What follows belongs to an exercise in optimizing a design on an open flow for small area and a short achievable clock period; a production flow would make more cautious choices. In this exercise RTL edits were held to simulation tests only and were not proved equivalent to the original.

## RFCorrelator
module RFCorrelator(bit_stream, clk, reset, Target_Num,
num_1, num_2, num_3, num_4, num_5, num_6, num_7, num_8, num_9, num_10, num_11, num_12, num_13, num_14, num_15, num_16, Out_str);
Size: roughly 1700 cells after synthesis, about 550 I/O pins, ~19000 µm² of cells after synthesis.
Settings: LEC_CHECK=0, ABC_AREA=1, CAP_MARGIN=20, CORE_MARGIN=2, CORE_UTILIZATION=40, CTS_BUF_LIST=sky130_fd_sc_hd__clkbuf_8, PLACE_DENSITY=0.6, SLEW_MARGIN=20, SYNTH_HIERARCHICAL=1; clock period 55.0 ns.
standard.sh (not shown) runs the stock make flow with config.mk's settings and CLKGATE_MAP_FILE= SYNTH_SCRIPT=/design/flow/synth_recipe.tcl, a recipe that flattens the netlist after the stock synthesis.
==> flow/flow/run.sh <==
#!/bin/bash
# The standard layout (standard.sh) with two changes:
#  - synthesis maps the logic with ABC scripts of our own (flow/abc_*.script):
#    the pair_min module with flow/abc_pair.script, the argmin_16 module with
#    flow/abc_argmin.script, the rest with flow/abc_main.script. Everything
#    else in synthesis is the standard flow's script
#    (synth_recipe.tcl), so the registers are the standard synthesis's.
#  - the port buffers are the smallest buffer (buf_1).
# Each tool's output goes to the ORFS logs under orfs/logs; make's own
# output goes to flow_make.log.
set -euo pipefail
W=$PWD
export MY_ABC_SCRIPT=$W/flow/abc_main.script
export MY_ABC_SEL_SCRIPT=$W/flow/abc_argmin.script
export MY_ABC_PAIR_SCRIPT=$W/flow/abc_pair.script
export BUFFER_PORTS_ARGS="-buffer_cell sky130_fd_sc_hd__buf_1"
cat > $W/my_synth.tcl <<EOF
proc abc {args} {
  set i [lsearch -exact \$args -script]
  if { \$i >= 0 } {
    set a1 \$args
    lset a1 [expr {\$i + 1}] \$::env(MY_ABC_SCRIPT)
    set a2 \$args
    lset a2 [expr {\$i + 1}] \$::env(MY_ABC_SEL_SCRIPT)
    set a3 \$args
    lset a3 [expr {\$i + 1}] \$::env(MY_ABC_PAIR_SCRIPT)
    yosys abc {*}\$a3 pair_min
    yosys abc {*}\$a2 argmin_16
    yosys abc {*}\$a1
    return
  }
  yosys abc {*}\$args
}
source $W/synth_recipe.tcl
EOF
grep -q 'SYNTH_SCRIPT=[^ ]*synth_recipe.tcl' standard.sh
sed "s#SYNTH_SCRIPT=[^ ]*synth_recipe.tcl#SYNTH_SCRIPT=$W/my_synth.tcl#" standard.sh > my_standard.sh
bash my_standard.sh > flow_make.log 2>&1
==> flow/flow/abc_argmin.script <==
strash; dch; map -D 2000; topo; buffer -c; upsize -c; dnsize -c; stime -c
==> flow/flow/abc_main.script <==
strash; dch; map -a; topo; stime -c
==> flow/flow/abc_pair.script <==
strash; dch; map -a; topo; buffer -c; upsize -c; dnsize -c; stime -c
Then changed:
==> flow/flow/abc_pair.script (replaced) <==
strash; dch; map -a; topo; stime -c
--- a/flow/config.mk
+++ b/flow/config.mk
@@ -10,5 +10,4 @@
 export CORE_MARGIN = 2
 export CORE_UTILIZATION = 40
-export CTS_BUF_LIST = sky130_fd_sc_hd__clkbuf_8
 export PLACE_DENSITY = 0.6
 export SLEW_MARGIN = 20
Worst setup slack loses 170 ps.
Non-clock buffer count increases by 1.
Routed wire length rises by about 0.8%.
Count of clock-buffer cells in the layout rose by 1.
Cell area increases by about 0.43%.
Die area fell by about 1%.
Cell count barely changes.
Synthesized area falls by about 1.1%.

========
Starting RTL as in the previous note.
Settings: LEC_CHECK=0, ABC_AREA=1, CAP_MARGIN=20, CORE_MARGIN=2, CORE_UTILIZATION=40, CTS_BUF_LIST=sky130_fd_sc_hd__clkbuf_8, PLACE_DENSITY=0.6, SLEW_MARGIN=20, SYNTH_HIERARCHICAL=1; clock period 55.0 ns.
==> flow/flow/abc_argmin.script <==
strash; dch; map -a; topo; buffer -c; upsize -c; dnsize -c; stime -c
==> flow/flow/abc_pair.script <==
strash; dch; map -a; topo; buffer -c; upsize -c; dnsize -c; stime -c
Scripts as last shown in full above: flow/flow/run.sh, flow/flow/abc_main.script
Edit:
==> flow/flow/abc_pair.script (replaced) <==
strash; dch; map -a; topo; stime -c
CTS_CLUSTER_DIAMETER = 80   (was not set)
CTS_CLUSTER_SIZE = 30   (was not set)
=>
- The changed run finished with timing, DRC and antenna clean
- synthesized area falls by 1.1%
- worst hold slack is worse by 7.7 ps
- sequential cell count is unchanged
- design area goes down by 0.44%
- global-route usage drops by 0.38 points
- maximum frequency is about the same
Edit:
==> flow/flow/abc_argmin.script (replaced) <==
strash; dch; map -D 2000; topo; buffer -c; upsize -c; dnsize -c; stime -c
CORE_UTILIZATION = 60   (was 40)
CTS_CLUSTER_DIAMETER = not set   (was 80)
CTS_CLUSTER_SIZE = not set   (was 30)
PLACE_DENSITY = 0.75   (was 0.6)
What happened: The changed run passed the timing, design-rule and antenna checks; die area goes down by 32%; sequential share of layout area hardly moves; utilization goes up by 24 points; global-route usage goes up by 12 points; via count goes up by 5.1%; final area goes down by 0.55%; synthesized area goes up by 0.55%.
Edit:
==> flow/flow/abc_argmin.script (replaced) <==
strash; dch; map -a; topo; buffer -c; upsize -c; dnsize -c; stime -c
CORE_UTILIZATION = 40   (was 60)
CTS_BUF_LIST = sky130_fd_sc_hd__clkbuf_4 sky130_fd_sc_hd__clkbuf_8   (was sky130_fd_sc_hd__clkbuf_8)
PLACE_DENSITY = 0.6   (was 0.75)
Effect:
- The changed run passed the timing, design-rule and antenna checks
- worst setup slack is better by 220 ps
- cell area goes up by 0.57%
- final cell count goes up by 7.3%

========
== v53 ==
RFCorrelator again, from the RTL that the note above started with.
export LEC_CHECK = 0
export ABC_AREA = 1
export CAP_MARGIN = 5
export CORE_MARGIN = 2
export CORE_UTILIZATION = 40
export CTS_BUF_LIST = sky130_fd_sc_hd__clkbuf_8
export PLACE_DENSITY = 0.6
export SLEW_MARGIN = 5
export SYNTH_HIERARCHICAL = 1
create_clock -name core_clock -period 55.0 [get_ports {clk}]
==> flow/flow/abc_argmin.script <==
strash; dch; map -D 2000; topo; buffer -c; upsize -c; dnsize -c; stime -c
==> flow/flow/abc_pair.script <==
strash; dch; map -a; topo; stime -c
Scripts as last shown in full above: flow/flow/run.sh, flow/flow/abc_main.script
Relative to v53, the following input files were edited for v15:
- PLACE_DENSITY: 0.6 -> 0.5
- CORE_UTILIZATION: 40 -> 45
- CAP_MARGIN: 5 -> 20
- SLEW_MARGIN: 5 -> 20
==> flow/flow/abc_argmin.script <==
strash; dch; map -a; topo; buffer -c; upsize -c; dnsize -c; stime -c
==> run notes <==
Per the final summary, v15 finished and its layout is clean on timing, DRC and antenna. Comparing v15 and v53, the lower synthesized-area fraction occupied by and/or/nand/nor cells is on v15. hpair_reg[11]$_DFF_P_ as the capture point of the worst path was reported by v15, and hpair_reg[4]$_DFF_P_ by v53. Met2 demand-to-capacity share in global routing: lower on v53. Layout inverter count without the clock tree down about 1.6% in v15 wrt v53. STATUS final critical delay including setup and external delays: v15 wins against v53.
Modified inputs, v10 compared to v15
- PLACE_DENSITY now 0.6, was 0.5
- CORE_UTILIZATION now 40, was 45
==> flow/flow/abc_argmin.script <==
strash; dch; map -D 2000; topo; buffer -c; upsize -c; dnsize -c; stime -c
## What came out
- Per the comparison of v10 with v15, post-route cell area went up 0.92%; mapped cell area went up about 0.55%.

========
RFCorrelator again, from the RTL that the note above started with.
Settings: LEC_CHECK=0, ABC_AREA=1, CAP_MARGIN=20, CORE_MARGIN=2, CORE_UTILIZATION=40, CTS_BUF_LIST=sky130_fd_sc_hd__clkbuf_8, PLACE_DENSITY=0.6, SLEW_MARGIN=20, SYNTH_HIERARCHICAL=1; clock period 55.0 ns.
==> flow/flow/abc_argmin.script <==
strash; dch; map -a; topo; buffer -c; upsize -c; dnsize -c; stime -c
Scripts as last shown in full above: flow/flow/run.sh, flow/flow/abc_main.script, flow/flow/abc_pair.script
Rerun with:
PLACE_DENSITY = 0.75   (was 0.6)
Effect: Critical path depth climbs by 7; core utilization barely changes; die area does not change; wire length grows by 3.5%.

========
## north
RFCorrelator, a different RTL version from the one above (not shown whole).
Size in the first run: roughly 1700 cells after synthesis, roughly 74 flip-flops, about 550 I/O pins.
Settings: LEC_CHECK=0, CAP_MARGIN=20, CORE_MARGIN=2, CORE_UTILIZATION=40, PLACE_DENSITY=0.6, SLEW_MARGIN=20, SYNTH_HIERARCHICAL=1; clock period 55.0 ns.
run.sh (not shown) runs the stock make flow with config.mk's settings and CLKGATE_MAP_FILE= SYNTH_SCRIPT=/design/flow/synth_recipe.tcl, a recipe that flattens the netlist after the stock synthesis.
Stock flow here: none of the scripts above is used.
north closes out successfully: all stages finished, all timing, DRC and antenna checks passed.
Setup changes, north to south
Settings: putting ABC_AREA at 1 where nothing was set; swapping 40 for 55 in CORE_UTILIZATION; swapping 0.6 for 0.75 in PLACE_DENSITY.
==> flow/flow/run.sh (new file) <==
#!/bin/bash
# The standard layout, except that the port buffers are the smallest buffer
# (buf_1) instead of the resizer's default choice.
set -euo pipefail
export BUFFER_PORTS_ARGS="-buffer_cell sky130_fd_sc_hd__buf_1"
bash standard.sh > standard_flow.log 2>&1
==> flow/standard.sh (new file) <==
#!/bin/bash
# synth_recipe.tcl (not shown) runs the flow's synth.tcl, then flattens the netlist and writes it again
# the make line also repeats each setting of config.mk as NAME=value (left out here)
make -C /OpenROAD-flow-scripts/flow DESIGN_CONFIG=/design/flow/config.mk WORK_HOME=/design/flow/orfs CLKGATE_MAP_FILE= SYNTH_SCRIPT=/design/flow/synth_recipe.tcl "${@:-finish}"
removed: flow/run.sh
Findings:
- On south: placement-stage worst setup slack is 2180 ps higher than what north gave.
- Compared with north, wire length after detailed routing in south decreased by more than 10%.
- south vs. north: maximum fanout encountered on the critical timing path shows an increase of 1; final instance area fell 15%.
- Delta (south minus north): met2 track utilization from global routing now sits higher; mean cell area of the mapped netlist now sits lower.

========
Setup of job 5076:
Another version of the RTL of RFCorrelator (not shown whole).
Size in the first run: roughly 1,900 cells after synthesis, roughly 170 flip-flops, ~550 I/O pins, about 22,000 um^2 of cells after synthesis.
==> flow/config.mk <==
export PLATFORM = sky130hd
export DESIGN_NAME = RFCorrelator
export DESIGN_NICKNAME = RFCorrelator
export VERILOG_FILES = /design/flow/design.v
export SDC_FILE = /design/flow/constraint.sdc
export NUM_CORES = 4
export LEC_CHECK = 0
export ABC_AREA = 1
export CAP_MARGIN = 5
export CORE_MARGIN = 2
export CORE_UTILIZATION = 40
export CTS_BUF_LIST = sky130_fd_sc_hd__clkbuf_8
export PLACE_DENSITY = 0.6
export SLEW_MARGIN = 5
export SYNTH_HIERARCHICAL = 1
==> flow/constraint.sdc <==
create_clock -name core_clock -period 55.0 [get_ports {clk}]
set_input_delay 11.0000 -clock core_clock [delete_from_list [all_inputs] [get_ports {clk}]]
set_output_delay 11.0000 -clock core_clock [all_outputs]
set_load 0.01 [all_outputs]
standard.sh (not shown) runs the stock make flow with config.mk's settings and CLKGATE_MAP_FILE= SYNTH_SCRIPT=/design/flow/synth_recipe.tcl, a recipe that flattens the netlist after the stock synthesis.
==> flow/flow/run.sh <==
#!/bin/bash
# The standard layout (standard.sh) with two changes:
#  - synthesis maps the logic with ABC scripts of our own (flow/abc_*.script):
#    the argmin module with flow/abc_argmin.script, everything else with
#    flow/abc_main.script. Everything else in synthesis is the standard flow's script
#    (synth_recipe.tcl), so the registers are the standard synthesis's.
#  - the port buffers are the smallest buffer (buf_1).
# Each tool's output goes to the ORFS logs under orfs/logs; make's own
# output goes to flow_make.log.
set -euo pipefail
W=$PWD
export MY_ABC_SCRIPT=$W/flow/abc_main.script
export MY_ABC_SEL_SCRIPT=$W/flow/abc_argmin.script
export BUFFER_PORTS_ARGS="-buffer_cell sky130_fd_sc_hd__buf_1"
cat > $W/my_synth.tcl <<EOF
proc abc {args} {
  set i [lsearch -exact \$args -script]
  if { \$i >= 0 } {
    set a1 \$args
    lset a1 [expr {\$i + 1}] \$::env(MY_ABC_SCRIPT)
    set a2 \$args
    lset a2 [expr {\$i + 1}] \$::env(MY_ABC_SEL_SCRIPT)
    yosys abc {*}\$a2 argmin_16
    yosys abc {*}\$a1
    return
  }
  yosys abc {*}\$args
}
source $W/synth_recipe.tcl
EOF
grep -q 'SYNTH_SCRIPT=[^ ]*synth_recipe.tcl' standard.sh
sed "s#SYNTH_SCRIPT=[^ ]*synth_recipe.tcl#SYNTH_SCRIPT=$W/my_synth.tcl#" standard.sh > my_standard.sh
bash my_standard.sh > flow_make.log 2>&1
==> flow/flow/abc_argmin.script <==
strash; dch; map; topo; buffer -c; upsize -c; dnsize -c; stime -c
Scripts as last shown in full above: flow/flow/abc_main.script
The final layout from job 5076, which completed every stage, passed the timing, design-rule and antenna checks at the end of the flow.
[inputs] job 8400 vs job 5076
- removing CTS_BUF_LIST (formerly sky130_fd_sc_hd__clkbuf_8)
- changing SLEW_MARGIN from 5 to 20
- changing CAP_MARGIN from 5 to 20
==> flow/flow/abc_argmin.script <==
strash; dch; map -D 2000; topo; buffer -c; upsize -c; dnsize -c; stime -c
[summary]
Compared with job 5076, in job 8400 non-clock buffer count roughly the same; insertion delay to the later sink of the worst-skew pair lower. Job 8400 vs job 5076: synthesized cell count down by a little under 10%. Tap cell count, job 8400 and job 5076: lower on job 8400.
What job 2193 does differently from job 8400 at the input level:
- an added CTS_BUF_LIST of sky130_fd_sc_hd__clkbuf_8
- a change of CAP_MARGIN from 20 to 5
- a change of SLEW_MARGIN from 20 to 5
Findings:
- Job 2193 and job 8400 ended up with roughly the same post-synthesis cell type count.
- Comparing synthesis-to-finish area growth for job 2193 and job 8400, the bigger number came from job 8400.
- In job 2193 the initial antenna violation count turned out 1 higher than in job 8400.
- Looking only at final area, and setting everything else aside, the lower value of job 2193 and job 8400 goes to job 2193.
The inputs of job 6897 differ from those of job 2193 as listed below.
- removing CTS_BUF_LIST (formerly sky130_fd_sc_hd__clkbuf_8)
- changing SLEW_MARGIN from 5 to 20
- changing CAP_MARGIN from 5 to 20
==> flow/flow/abc_argmin.script <==
strash; dch; map; topo; buffer -c; upsize -c; dnsize -c; stime -c
- Comparing job 6897 and job 2193, maximum cell stage delay along the critical path is higher on job 2193.
- Relative to job 2193, the placement row count measured on job 6897 has increased by a few percent.
- | final area | higher: job 6897 |
- Diff job 6897..job 2193 | total area of sequential cells | unchanged
- Per the comparison of job 6897 with job 2193, routed wire length shows an increase of 13%; number of top-level pins flat.
- Diff job 2193..job 6897 | number of nets with antenna violations after routing | unchanged

-- port drivers added, routing unchanged --
The flow's constraints put no driver on any port. The routed layouts listed below were extracted and timed again, unchanged, in two steps. Step 1 assumes that a clkbuf_16 drives the clock port and a buf_2 every other input. Step 2 also shifts input and output timing later by t, the mid clock arrival at the registers, as if the neighbouring blocks saw the same clock. a / b / c = ideal / step 1 / step 2; a / b = the first two.
run	shift t [ns]	setup slack, ns	worst setup path at the end	latest minus earliest clock arrival (ns)
the first run of note 1	0.516	39.867 / 39.892 / 39.376	input to register	0.020 / 0.020
the second run of note 1	0.481	39.697 / 39.725 / 39.244	input to register	0.015 / 0.014
the first run of note 2	0.495	39.816 / 39.769 / 39.403	input to register	0.025 / 0.025
the second run of note 2	0.519	39.799 / 39.810 / 39.310	input to register	0.021 / 0.020
the third run of note 2	0.487	39.557 / 39.582 / 39.094	input to register	0.022 / 0.023
the fourth run of note 2	0.519	39.780 / 39.809 / 39.290	input to register	0.021 / 0.020
v53	0.506	39.754 / 39.777 / 39.271	input to register	0.017 / 0.017
v15	0.499	39.783 / 39.808 / 39.309	input to register	0.021 / 0.021
v10	0.506	39.760 / 39.783 / 39.277	input to register	0.018 / 0.018
the first run of note 4	0.519	39.799 / 39.810 / 39.310	input to register	0.021 / 0.020
the second run of note 4	0.512	39.762 / 39.717 / 39.300	input to register	0.021 / 0.021
north	0.391	35.733 / 35.726 / 35.335	input to register	0.007 / 0.007
south	0.389	37.841 / 37.854 / 37.465	input to register	0.009 / 0.010
job 5076	0.567	40.333 / 40.280 / 39.904	input to register	0.018 / 0.018
job 8400	0.502	39.932 / 39.871 / 40.007	input to register	0.020 / 0.020
job 2193	0.544	39.803 / 39.745 / 39.989	input to register	0.034 / 0.034
job 6897	0.518	40.389 / 40.372 / 39.899	input to register	0.015 / 0.015
After both steps every run listed still meets setup and hold. The setup slack of the first run of note 1, which loses most, moves by +0.025 ns with the drivers and by -0.491 ns with both steps.
